Background: an optimization exercise with open tools, aiming at small area, a short achievable clock period and few clock cycles per item. Do not read the settings as production practice. Power is estimated from default activity; no workload was simulated.

==> flow/design.v <==
`timescale 1ns / 1ps
module huffmandecode(
clk,
huffrst,
code,
hufftable,
symaddr,
symdata,
huffdata,
hufflength,
hufffinish
    );
input clk,huffrst;
input[15:0] code;
input[8*16-1:0] hufftable;
output reg[7:0] symaddr;    
input[7:0] symdata;         
output reg[7:0] huffdata;
output [7:0] hufflength;
output reg hufffinish;
reg [7:0] g;         
reg [7:0] ca;        
reg [1:0] w;         
reg [3:0] n;         
reg       h;         
reg       one;       
reg       hs;        
reg       fix;       
reg [4:0] hl;        
assign hufflength = {3'b000, hl};
wire [7:0] c1   = hufftable[7:0];
wire [7:0] c2   = hufftable[15:8];
wire       b1   = code[15];
wire       b2   = code[14];
wire       hit1 = (c1[7:1] != 7'd0) | (c1[0] & ~b1);
wire       g1   = b1 & ~c1[0];                            
wire       big  = (c1[7:1] != 7'd0) | (c2[7:2] != 6'd0);
wire [1:0] a2   = c1[0] ? {b2, ~b2} : {b1, b2};           
function [5:0] first_entry(input [5:0] x);
    reg [2:0] c, b, g, s, a;
    reg       h1, h2;
    begin
        c = {1'b0, x[4:3]};           
        b = x[2:0];                   
        h1 = x[5] & ~b[2];            
        g = {2'b00, b[2] & ~x[5]};    
        g = {g[1:0], b[1]};           
        h2 = c > g;
        g = g - c;                    
        s = {2'b00, x[5]} + c;        
        a = s + {g[1:0], b[0]};       
        if (h1)      first_entry = {3'd0, b[2], 2'd0};
        else if (h2) first_entry = {2'd0, x[5] ? {b[1], ~b[1]} : b[2:1], 2'd0};
        else         first_entry = {1'b0, a, g[1:0]};
    end
endfunction
function [64*6-1:0] first_table(input dummy);
    integer i;
    begin
        for (i = 0; i < 64; i = i + 1) first_table[6*i +: 6] = first_entry(i[5:0]);
    end
endfunction
localparam [64*6-1:0] FIRST = first_table(1'b0);
wire [5:0] first = FIRST[6*{c1[0], c2[1:0], code[15:13]} +: 6];
wire [3:0] a0   = first[5:2];
wire [1:0] g2   = first[1:0];
wire       short = fix | hs;                        
wire [9:0] gn   = {1'b0, g, w[1]} - {2'b00, ca};    
wire       hit  = gn[9];                            
wire       dead = ~gn[9] & gn[8];                   
wire       nf   = ~short & ~h & ~hit & (dead | n == 4'd13);   
wire [14:0] sel = {~huffrst, {14{huffrst}} & (14'd1 << n)};
wire [7:0] grp [0:4];                               
wire [4:0] grpb;
genvar gi;
generate for (gi = 0; gi < 5; gi = gi + 1) begin : fg
    assign grp[gi] = (hufftable[8*(3*gi+3) +: 8] & {8{sel[3*gi]}})
                   | (hufftable[8*(3*gi+4) +: 8] & {8{sel[3*gi+1]}})
                   | (gi < 4 ? hufftable[8*(3*gi+5) +: 8] & {8{sel[3*gi+2]}}
                             : hufftable[8*2 +: 8] & {8{sel[14]}});
    assign grpb[gi] = (code[11-3*gi] & sel[3*gi])
                    | (gi < 4 ? code[10-3*gi] & sel[3*gi+1] : 1'b0)
                    | (gi < 4 ? code[9-3*gi] & sel[3*gi+2] : code[12] & sel[14]);
end endgenerate
wire [7:0] fetch_c = grp[0] | grp[1] | grp[2] | grp[3] | grp[4];    
wire       fetch_b = |grpb;                                           
always @(posedge clk) begin
    one   <= hit1;
    hs    <= (c1[0] & ~b1) | (c2[1:0] > {g1, b2});
    fix   <= big;
    ca   <= fetch_c;
    w[0] <= fetch_b;
    if (~huffrst) begin
        g  <= {6'd0, g2};
        symaddr <= {4'd0, a0};
        w[1] <= code[13];
    end else begin
        g  <= gn[7:0];
        symaddr <= fix & (n == 4'd0) ? {6'd0, one ? {1'b0, b1} : a2} : symaddr + gn[7:0] + {7'd0, w[0]};
        w[1] <= w[0];
    end
    if (~hufffinish) begin
        huffdata <= h ? symdata : 8'hff;
        hl <= ~h ? 5'd0 : one ? 5'd1 : short ? 5'd2 : {1'b0, n} + 5'd2;
    end
end
always @(posedge clk or negedge huffrst) begin
    if (~huffrst) begin
        hufffinish <= 1'b0;
        h <= 1'b0;
        n <= 4'd0;
    end else begin
        if (h | nf)
            hufffinish <= 1'b1;
        h <= short ? ~fix | (n == 4'd1) : hit;
        n <= n + 4'd1;
    end
end
endmodule
Settings: LEC_CHECK=0, CAP_MARGIN=20, CORE_MARGIN=2, CORE_UTILIZATION=40, SLEW_MARGIN=20, TNS_END_PERCENT=5; clock period 11.0 ns.
standard.sh (not shown) runs the stock make flow with config.mk's settings and CLKGATE_MAP_FILE= SYNTH_SCRIPT=/design/flow/synth_recipe.tcl, a recipe that flattens the netlist after the stock synthesis.
==> flow/flow/run.sh <==
#!/bin/bash
# The standard layout (standard.sh) with three changes: synthesis maps with
# ABC on flow/abc.script (flow/synth.tcl), the ports get plain buf_1 buffers,
# and repair_timing aims below the clock period (setup margin).
set -euo pipefail
W=$(pwd)
export BUFFER_PORTS_ARGS="-buffer_cell sky130_fd_sc_hd__buf_1"
export SETUP_SLACK_MARGIN=7.7
export FLOW_ABC_SCRIPT=$W/flow/abc.script
sed "s#SYNTH_SCRIPT=[^ ]*#SYNTH_SCRIPT=$W/flow/synth.tcl#" standard.sh > synth_step.sh
bash synth_step.sh synth > synth.log 2>&1
bash standard.sh > standard.log 2>&1
==> flow/flow/abc.script <==
strash
dch -f
amap
strash
dch -f
amap
topo
stime -c
buffer -c
upsize -c
dnsize -c
==> flow/flow/synth.tcl <==
# The standard flow's synthesis script (synth_recipe.tcl), with ABC run on flow/abc.script
# (area-oriented mapping) instead of ORFS's speed or area script.
proc synth {args} { yosys synth -nofsm -noshare {*}$args }
proc abc {args} {
  set i [lsearch -exact $args -script]
  if {$i >= 0} { lset args [expr {$i + 1}] $::env(FLOW_ABC_SCRIPT) }
  yosys abc {*}$args
}
source $::env(SCRIPTS_DIR)/synth.tcl
# left out here: clear keep_hierarchy, flatten, clean up, hide names made inside functions, write 1_2_yosys.v
Next try:
--- a/flow/design.v
+++ b/flow/design.v
@@ -14,9 +14,12 @@
 input[15:0] code;
 input[8*16-1:0] hufftable;
-output reg[7:0] symaddr;    
+output [7:0] symaddr;       
 input[7:0] symdata;         
-output reg[7:0] huffdata;
+output [7:0] huffdata;
 output [7:0] hufflength;
 output reg hufffinish;
+reg [7:0] sa;
+assign symaddr  = sa;
+assign huffdata = sa;
 reg [7:0] g;         
 reg [7:0] ca;        
@@ -70,5 +73,5 @@
 wire       dead = ~gn[9] & gn[8];                   
 wire       nf   = ~short & ~h & ~hit & (dead | n == 4'd13);   
-wire [14:0] sel = {~huffrst, {14{huffrst}} & (14'd1 << n)};
+wire [14:0] sel = 15'd1 << n;                      
 wire [7:0] grp [0:4];                               
 wire [4:0] grpb;
@@ -77,9 +80,8 @@
     assign grp[gi] = (hufftable[8*(3*gi+3) +: 8] & {8{sel[3*gi]}})
                    | (hufftable[8*(3*gi+4) +: 8] & {8{sel[3*gi+1]}})
-                   | (gi < 4 ? hufftable[8*(3*gi+5) +: 8] & {8{sel[3*gi+2]}}
-                             : hufftable[8*2 +: 8] & {8{sel[14]}});
+                   | (gi < 4 ? hufftable[8*(3*gi+5) +: 8] & {8{sel[3*gi+2]}} : 8'd0);
     assign grpb[gi] = (code[11-3*gi] & sel[3*gi])
                     | (gi < 4 ? code[10-3*gi] & sel[3*gi+1] : 1'b0)
-                    | (gi < 4 ? code[9-3*gi] & sel[3*gi+2] : code[12] & sel[14]);
+                    | (gi < 4 ? code[9-3*gi] & sel[3*gi+2] : 1'b0);
 end endgenerate
 wire [7:0] fetch_c = grp[0] | grp[1] | grp[2] | grp[3] | grp[4];    
@@ -89,17 +91,18 @@
     hs    <= (c1[0] & ~b1) | (c2[1:0] > {g1, b2});
     fix   <= big;
-    ca   <= fetch_c;
-    w[0] <= fetch_b;
     if (~huffrst) begin
         g  <= {6'd0, g2};
-        symaddr <= {4'd0, a0};
-        w[1] <= code[13];
+        sa <= {4'd0, a0};
+        ca <= hufftable[23:16];
+        w  <= code[13:12];
     end else begin
         g  <= gn[7:0];
-        symaddr <= fix & (n == 4'd0) ? {6'd0, one ? {1'b0, b1} : a2} : symaddr + gn[7:0] + {7'd0, w[0]};
-        w[1] <= w[0];
+        if (~hufffinish)
+            sa <= h ? symdata : nf ? 8'hff : fix & (n == 4'd0) ? {6'd0, one ? {1'b0, b1} : a2}
+                                           : sa + gn[7:0] + {7'd0, w[0]};
+        ca <= fetch_c;
+        w  <= {w[0], fetch_b};
     end
     if (~hufffinish) begin
-        huffdata <= h ? symdata : 8'hff;
         hl <= ~h ? 5'd0 : one ? 5'd1 : short ? 5'd2 : {1'b0, n} + 5'd2;
     end
Outcome: Flip-flop and latch count decreases by 8; power is lower by 9.4%; final cell count is higher by 1.1%; synthesized area came out lower by 2.3%; clock skew is about the same; worst setup slack improves by 43 ps; routed wire length shrinks by 4.2%; core utilization decreases by 4.0 points; final area falls by 8.6%; global-route usage went down by 0.53 points; count of clock-buffer cells in the layout goes up by 1.
No functional check of the RTL was part of any run of this note.

========
// huffmandecode: RTL as listed in full above, without the edits since
export LEC_CHECK = 0
export CAP_MARGIN = 20
export CORE_MARGIN = 2
export CORE_UTILIZATION = 40
export SLEW_MARGIN = 20
export TNS_END_PERCENT = 5
create_clock -name core_clock -period 11.0 [get_ports {clk}]
==> flow/flow/run.sh <==
#!/bin/bash
# The standard layout (standard.sh) with three changes: synthesis maps with
# ABC on flow/abc.script (flow/synth.tcl), the ports get plain buf_1 buffers,
# and repair_timing aims below the clock period (setup margin).
set -euo pipefail
W=$(pwd)
export BUFFER_PORTS_ARGS="-buffer_cell sky130_fd_sc_hd__buf_1"
export SETUP_SLACK_MARGIN=7.9
export FLOW_ABC_SCRIPT=$W/flow/abc.script
sed "s#SYNTH_SCRIPT=[^ ]*#SYNTH_SCRIPT=$W/flow/synth.tcl#" standard.sh > synth_step.sh
bash synth_step.sh synth > synth.log 2>&1
bash standard.sh > standard.log 2>&1
Scripts as last shown in full above: flow/flow/abc.script, flow/flow/synth.tcl
Change:
--- a/flow/design.v
+++ b/flow/design.v
@@ -10,27 +10,29 @@
 hufflength,
 hufffinish
     );
 input clk,huffrst;
 input[15:0] code;
 input[8*16-1:0] hufftable;
-output reg[7:0] symaddr;    
+output [7:0] symaddr;       
 input[7:0] symdata;         
-output reg[7:0] huffdata;
+output [7:0] huffdata;
 output [7:0] hufflength;
 output reg hufffinish;
+reg [7:0] sa;
+assign symaddr  = sa;
+assign huffdata = sa;
 reg [7:0] g;         
 reg [7:0] ca;        
 reg [1:0] w;         
-reg [3:0] n;         
+reg [4:0] k;         
 reg       h;         
 reg       one;       
 reg       hs;        
 reg       fix;       
-reg [4:0] hl;        
-assign hufflength = {3'b000, hl};
+assign hufflength = {3'b000, k};
 wire [7:0] c1   = hufftable[7:0];
 wire [7:0] c2   = hufftable[15:8];
 wire       b1   = code[15];
 wire       b2   = code[14];
 wire       hit1 = (c1[7:1] != 7'd0) | (c1[0] & ~b1);
 wire       g1   = b1 & ~c1[0];                            
@@ -65,55 +67,54 @@
 wire [3:0] a0   = first[5:2];
 wire [1:0] g2   = first[1:0];
 wire       short = fix | hs;                        
 wire [9:0] gn   = {1'b0, g, w[1]} - {2'b00, ca};    
 wire       hit  = gn[9];                            
 wire       dead = ~gn[9] & gn[8];                   
-wire       nf   = ~short & ~h & ~hit & (dead | n == 4'd13);   
-wire [14:0] sel = {~huffrst, {14{huffrst}} & (14'd1 << n)};
+wire       nf   = ~short & ~h & ~hit & (dead | k == 5'd15);   
+wire [16:0] selk = 17'd1 << k;
+wire [14:0] sel = selk[16:2];                       
 wire [7:0] grp [0:4];                               
 wire [4:0] grpb;
 genvar gi;
 generate for (gi = 0; gi < 5; gi = gi + 1) begin : fg
     assign grp[gi] = (hufftable[8*(3*gi+3) +: 8] & {8{sel[3*gi]}})
                    | (hufftable[8*(3*gi+4) +: 8] & {8{sel[3*gi+1]}})
-                   | (gi < 4 ? hufftable[8*(3*gi+5) +: 8] & {8{sel[3*gi+2]}}
-                             : hufftable[8*2 +: 8] & {8{sel[14]}});
+                   | (gi < 4 ? hufftable[8*(3*gi+5) +: 8] & {8{sel[3*gi+2]}} : 8'd0);
     assign grpb[gi] = (code[11-3*gi] & sel[3*gi])
                     | (gi < 4 ? code[10-3*gi] & sel[3*gi+1] : 1'b0)
-                    | (gi < 4 ? code[9-3*gi] & sel[3*gi+2] : code[12] & sel[14]);
+                    | (gi < 4 ? code[9-3*gi] & sel[3*gi+2] : 1'b0);
 end endgenerate
 wire [7:0] fetch_c = grp[0] | grp[1] | grp[2] | grp[3] | grp[4];    
 wire       fetch_b = |grpb;                                           
 always @(posedge clk) begin
     one   <= hit1;
     hs    <= (c1[0] & ~b1) | (c2[1:0] > {g1, b2});
     fix   <= big;
-    ca   <= fetch_c;
-    w[0] <= fetch_b;
     if (~huffrst) begin
         g  <= {6'd0, g2};
-        symaddr <= {4'd0, a0};
-        w[1] <= code[13];
+        sa <= {4'd0, a0};
+        ca <= hufftable[23:16];
+        w  <= code[13:12];
     end else begin
         g  <= gn[7:0];
-        symaddr <= fix & (n == 4'd0) ? {6'd0, one ? {1'b0, b1} : a2} : symaddr + gn[7:0] + {7'd0, w[0]};
-        w[1] <= w[0];
-    end
-    if (~hufffinish) begin
-        huffdata <= h ? symdata : 8'hff;
-        hl <= ~h ? 5'd0 : one ? 5'd1 : short ? 5'd2 : {1'b0, n} + 5'd2;
+        if (~hufffinish)
+            sa <= h ? symdata : nf ? 8'hff : fix & (k == 5'd2) ? {6'd0, one ? {1'b0, b1} : a2}
+                                           : sa + gn[7:0] + {7'd0, w[0]};
+        ca <= fetch_c;
+        w  <= {w[0], fetch_b};
     end
 end
 always @(posedge clk or negedge huffrst) begin
     if (~huffrst) begin
         hufffinish <= 1'b0;
         h <= 1'b0;
-        n <= 4'd0;
+        k <= 5'd2;
     end else begin
         if (h | nf)
             hufffinish <= 1'b1;
-        h <= short ? ~fix | (n == 4'd1) : hit;
-        n <= n + 4'd1;
+        h <= short ? ~fix | (k == 5'd3) : hit;
+        if (~hufffinish)
+            k <= h ? (short ? {3'd0, ~one, one} : k) : nf ? 5'd0 : k + 5'd1;
     end
 end
 endmodule
=> The new run finished with timing, DRC and antenna clean. Area after synthesis came out lower by a few percent. Cell area came out lower by a little under a tenth. Total power came out lower by a few percent. Critical path depth is unchanged. Synthesized cell count came out higher by a few percent. Cell count came out higher slightly. Worst setup slack improved by 0.0072 ns. Global-route usage came out higher by 1.4 points. Sequential cell count came out lower by 12. Maximum frequency stays flat. Wire length came out higher by a few percent. Via count came out higher slightly.
Function was not checked in any run of this note: the RTL went through the layout flow alone.

========
wip/amber:
huffmandecode with an RTL version that a note above also has.
Size in the first run: ~390 cells after synthesis, about 40 flip-flops, ~180 I/O pins.
==> module huffmandecode, before the edit <==
module huffmandecode(
clk,
huffrst,
code,
hufftable,
symaddr,
symdata,
huffdata,
hufflength,
hufffinish
    );
input clk,huffrst;
input[15:0] code;
input[8*16-1:0] hufftable;
output [7:0] symaddr;       
input[7:0] symdata;         
output [7:0] huffdata;
output [7:0] hufflength;
output reg hufffinish;
reg [7:0] sa;
assign symaddr  = sa;
assign huffdata = sa;
reg [7:0] g;         
reg [7:0] ca;        
reg [1:0] w;         
reg [3:0] n;         
reg       h;         
reg       one;       
reg       hs;        
reg       fix;       
reg [4:0] hl;        
assign hufflength = {3'b000, hl};
wire [7:0] c1   = hufftable[7:0];
wire [7:0] c2   = hufftable[15:8];
wire       b1   = code[15];
wire       b2   = code[14];
wire       hit1 = (c1[7:1] != 7'd0) | (c1[0] & ~b1);
wire       g1   = b1 & ~c1[0];                            
wire       big  = (c1[7:1] != 7'd0) | (c2[7:2] != 6'd0);
wire [1:0] a2   = c1[0] ? {b2, ~b2} : {b1, b2};           
function [5:0] first_entry(input [5:0] x);
    reg [2:0] c, b, g, s, a;
    reg       h1, h2;
    begin
        c = {1'b0, x[4:3]};           
        b = x[2:0];                   
        h1 = x[5] & ~b[2];            
        g = {2'b00, b[2] & ~x[5]};    
        g = {g[1:0], b[1]};           
        h2 = c > g;
        g = g - c;                    
        s = {2'b00, x[5]} + c;        
        a = s + {g[1:0], b[0]};       
        if (h1)      first_entry = {3'd0, b[2], 2'd0};
        else if (h2) first_entry = {2'd0, x[5] ? {b[1], ~b[1]} : b[2:1], 2'd0};
        else         first_entry = {1'b0, a, g[1:0]};
    end
endfunction
function [64*6-1:0] first_table(input dummy);
    integer i;
    begin
        for (i = 0; i < 64; i = i + 1) first_table[6*i +: 6] = first_entry(i[5:0]);
    end
endfunction
localparam [64*6-1:0] FIRST = first_table(1'b0);
wire [5:0] first = FIRST[6*{c1[0], c2[1:0], code[15:13]} +: 6];
wire [3:0] a0   = first[5:2];
wire [1:0] g2   = first[1:0];
wire       short = fix | hs;                        
wire [9:0] gn   = {1'b0, g, w[1]} - {2'b00, ca};    
wire       hit  = gn[9];                            
wire       dead = ~gn[9] & gn[8];                   
wire       nf   = ~short & ~h & ~hit & (dead | n == 4'd13);   
wire [14:0] sel = 15'd1 << n;                      
wire [7:0] grp [0:4];                               
wire [4:0] grpb;
genvar gi;
generate for (gi = 0; gi < 5; gi = gi + 1) begin : fg
    assign grp[gi] = (hufftable[8*(3*gi+3) +: 8] & {8{sel[3*gi]}})
                   | (hufftable[8*(3*gi+4) +: 8] & {8{sel[3*gi+1]}})
                   | (gi < 4 ? hufftable[8*(3*gi+5) +: 8] & {8{sel[3*gi+2]}} : 8'd0);
    assign grpb[gi] = (code[11-3*gi] & sel[3*gi])
                    | (gi < 4 ? code[10-3*gi] & sel[3*gi+1] : 1'b0)
                    | (gi < 4 ? code[9-3*gi] & sel[3*gi+2] : 1'b0);
end endgenerate
wire [7:0] fetch_c = grp[0] | grp[1] | grp[2] | grp[3] | grp[4];    
wire       fetch_b = |grpb;                                           
always @(posedge clk) begin
    one   <= hit1;
    hs    <= (c1[0] & ~b1) | (c2[1:0] > {g1, b2});
    fix   <= big;
    if (~huffrst) begin
        g  <= {6'd0, g2};
        sa <= {4'd0, a0};
        ca <= hufftable[23:16];
        w  <= code[13:12];
    end else begin
        g  <= gn[7:0];
        if (~hufffinish)
            sa <= h ? symdata : nf ? 8'hff : fix & (n == 4'd0) ? {6'd0, one ? {1'b0, b1} : a2}
                                           : sa + gn[7:0] + {7'd0, w[0]};
        ca <= fetch_c;
        w  <= {w[0], fetch_b};
    end
    if (~hufffinish) begin
        hl <= ~h ? 5'd0 : one ? 5'd1 : short ? 5'd2 : {1'b0, n} + 5'd2;
    end
end
always @(posedge clk or negedge huffrst) begin
    if (~huffrst) begin
        hufffinish <= 1'b0;
        h <= 1'b0;
        n <= 4'd0;
    end else begin
        if (h | nf)
            hufffinish <= 1'b1;
        h <= short ? ~fix | (n == 4'd1) : hit;
        n <= n + 4'd1;
    end
end
endmodule
Settings: LEC_CHECK=0, CAP_MARGIN=20, CORE_MARGIN=2, CORE_UTILIZATION=40, SLEW_MARGIN=20, TNS_END_PERCENT=5; clock period 11.0 ns.
==> flow/flow/run.sh <==
#!/bin/bash
# The standard layout (standard.sh) with three changes: synthesis maps with
# ABC on flow/abc.script (flow/synth.tcl), the ports get plain buf_1 buffers,
# and repair_timing aims below the clock period (setup margin).
set -euo pipefail
W=$(pwd)
export BUFFER_PORTS_ARGS="-buffer_cell sky130_fd_sc_hd__buf_1"
export SETUP_SLACK_MARGIN=7.8
export FLOW_ABC_SCRIPT=$W/flow/abc.script
sed "s#SYNTH_SCRIPT=[^ ]*#SYNTH_SCRIPT=$W/flow/synth.tcl#" standard.sh > synth_step.sh
bash synth_step.sh synth > synth.log 2>&1
bash standard.sh > standard.log 2>&1
Scripts as last shown in full above: flow/flow/abc.script, flow/flow/synth.tcl
Relative to wip/amber, the following input files were edited for wip/violet:
==> flow/design.v, changed modules only <==
module huffmandecode(
clk,
huffrst,
code,
hufftable,
symaddr,
symdata,
huffdata,
hufflength,
hufffinish
    );
input clk,huffrst;
input[15:0] code;
input[8*16-1:0] hufftable;
output [7:0] symaddr;       
input[7:0] symdata;         
output [7:0] huffdata;
output [7:0] hufflength;
output reg hufffinish;
reg [7:0] sa;
assign symaddr  = sa;
assign huffdata = sa;
reg [7:0] g;         
reg [7:0] ca;        
reg [1:0] w;         
reg [4:0] k;         
reg       h;         
reg       one;       
reg       hs;        
reg       fix;       
assign hufflength = {3'b000, k};
wire [7:0] c1   = hufftable[7:0];
wire [7:0] c2   = hufftable[15:8];
wire       b1   = code[15];
wire       b2   = code[14];
wire       hit1 = (c1[7:1] != 7'd0) | (c1[0] & ~b1);
wire       g1   = b1 & ~c1[0];                            
wire       big  = (c1[7:1] != 7'd0) | (c2[7:2] != 6'd0);
wire [1:0] a2   = c1[0] ? {b2, ~b2} : {b1, b2};           
function [5:0] first_entry(input [5:0] x);
    reg [2:0] c, b, g, s, a;
    reg       h1, h2;
    begin
        c = {1'b0, x[4:3]};           
        b = x[2:0];                   
        h1 = x[5] & ~b[2];            
        g = {2'b00, b[2] & ~x[5]};    
        g = {g[1:0], b[1]};           
        h2 = c > g;
        g = g - c;                    
        s = {2'b00, x[5]} + c;        
        a = s + {g[1:0], b[0]};       
        if (h1)      first_entry = {3'd0, b[2], 2'd0};
        else if (h2) first_entry = {2'd0, x[5] ? {b[1], ~b[1]} : b[2:1], 2'd0};
        else         first_entry = {1'b0, a, g[1:0]};
    end
endfunction
function [64*6-1:0] first_table(input dummy);
    integer i;
    begin
        for (i = 0; i < 64; i = i + 1) first_table[6*i +: 6] = first_entry(i[5:0]);
    end
endfunction
localparam [64*6-1:0] FIRST = first_table(1'b0);
wire [5:0] first = FIRST[6*{c1[0], c2[1:0], code[15:13]} +: 6];
wire [3:0] a0   = first[5:2];
wire [1:0] g2   = first[1:0];
wire       short = fix | hs;                        
wire [9:0] gn   = {1'b0, g, w[1]} - {2'b00, ca};    
wire       hit  = gn[9];                            
wire       dead = ~gn[9] & gn[8];                   
wire       nf   = ~short & ~h & ~hit & (dead | k == 5'd15);   
wire [16:0] selk = 17'd1 << k;
wire [14:0] sel = selk[16:2];                       
wire [7:0] grp [0:4];                               
wire [4:0] grpb;
genvar gi;
generate for (gi = 0; gi < 5; gi = gi + 1) begin : fg
    assign grp[gi] = (hufftable[8*(3*gi+3) +: 8] & {8{sel[3*gi]}})
                   | (hufftable[8*(3*gi+4) +: 8] & {8{sel[3*gi+1]}})
                   | (gi < 4 ? hufftable[8*(3*gi+5) +: 8] & {8{sel[3*gi+2]}} : 8'd0);
    assign grpb[gi] = (code[11-3*gi] & sel[3*gi])
                    | (gi < 4 ? code[10-3*gi] & sel[3*gi+1] : 1'b0)
                    | (gi < 4 ? code[9-3*gi] & sel[3*gi+2] : 1'b0);
end endgenerate
wire [7:0] fetch_c = grp[0] | grp[1] | grp[2] | grp[3] | grp[4];    
wire       fetch_b = |grpb;                                           
always @(posedge clk) begin
    one   <= hit1;
    hs    <= (c1[0] & ~b1) | (c2[1:0] > {g1, b2});
    fix   <= big;
    if (~huffrst) begin
        g  <= {6'd0, g2};
        sa <= {4'd0, a0};
        ca <= hufftable[23:16];
        w  <= code[13:12];
    end else begin
        g  <= gn[7:0];
        if (~hufffinish)
            sa <= h ? symdata : nf ? 8'hff : fix & (k == 5'd2) ? {6'd0, one ? {1'b0, b1} : a2}
                                           : sa + gn[7:0] + {7'd0, w[0]};
        ca <= fetch_c;
        w  <= {w[0], fetch_b};
    end
end
always @(posedge clk or negedge huffrst) begin
    if (~huffrst) begin
        hufffinish <= 1'b0;
        h <= 1'b0;
        k <= 5'd2;
    end else begin
        if (h | nf)
            hufffinish <= 1'b1;
        h <= short ? ~fix | (k == 5'd3) : hit;
        if (~hufffinish)
            k <= h ? (short ? {3'd0, ~one, one} : k) : nf ? 5'd0 : k + 5'd1;
    end
end
endmodule
Total of plain and repair buffers excluding clock buffers for wip/violet: 0.56% up relative to wip/amber. | synthesized cell count | wip/violet vs wip/amber | about 2.5% lower |. wip/amber → wip/violet: number of multi-input logic gates has increased; complex-gate fraction of the synthesized area climbed 2.1 points; worst slack at placement now larger.
Function was not checked in any run of this note: the RTL went through the layout flow alone.

## afterwards: timing with drivers on the ports
In the flow no input, the clock included, has a driving cell. The finished layouts below were timed again as built, in two steps. Step 1 sets driving cells, clkbuf_16 on the clock port and buf_2 on the other inputs (assumed; they add their load-dependent delay and slew). Step 2 adds t to the input delays and takes it off the output delays; t is the mean of the earliest and latest rising clock arrival at the registers after step 1. Input paths then give back, and output paths get back, about the clock's delay inside the block. Slacks: ideal / step 1 / step 2; pairs: ideal / step 1.
run	t (ns)	setup slack, ns	worst setup path after step 2	pins driven straight from the clock port
the first run of note 1	0.330	7.694 / 7.681 / 7.351	input to register	1
the second run of note 1	0.324	7.738 / 7.737 / 7.414	input to register	1
the first run of note 2	0.328	7.792 / 7.787 / 7.459	input to register	1
the second run of note 2	0.327	7.799 / 7.779 / 7.453	input to register	1
wip/amber	0.330	7.800 / 7.810 / 7.480	input to register	1
wip/violet	0.326	7.710 / 7.679 / 7.353	input to register	1
After both steps every run listed still meets setup and hold. The setup slack of wip/violet, which loses most, moves by -0.031 ns with the drivers and by -0.357 ns with both steps.
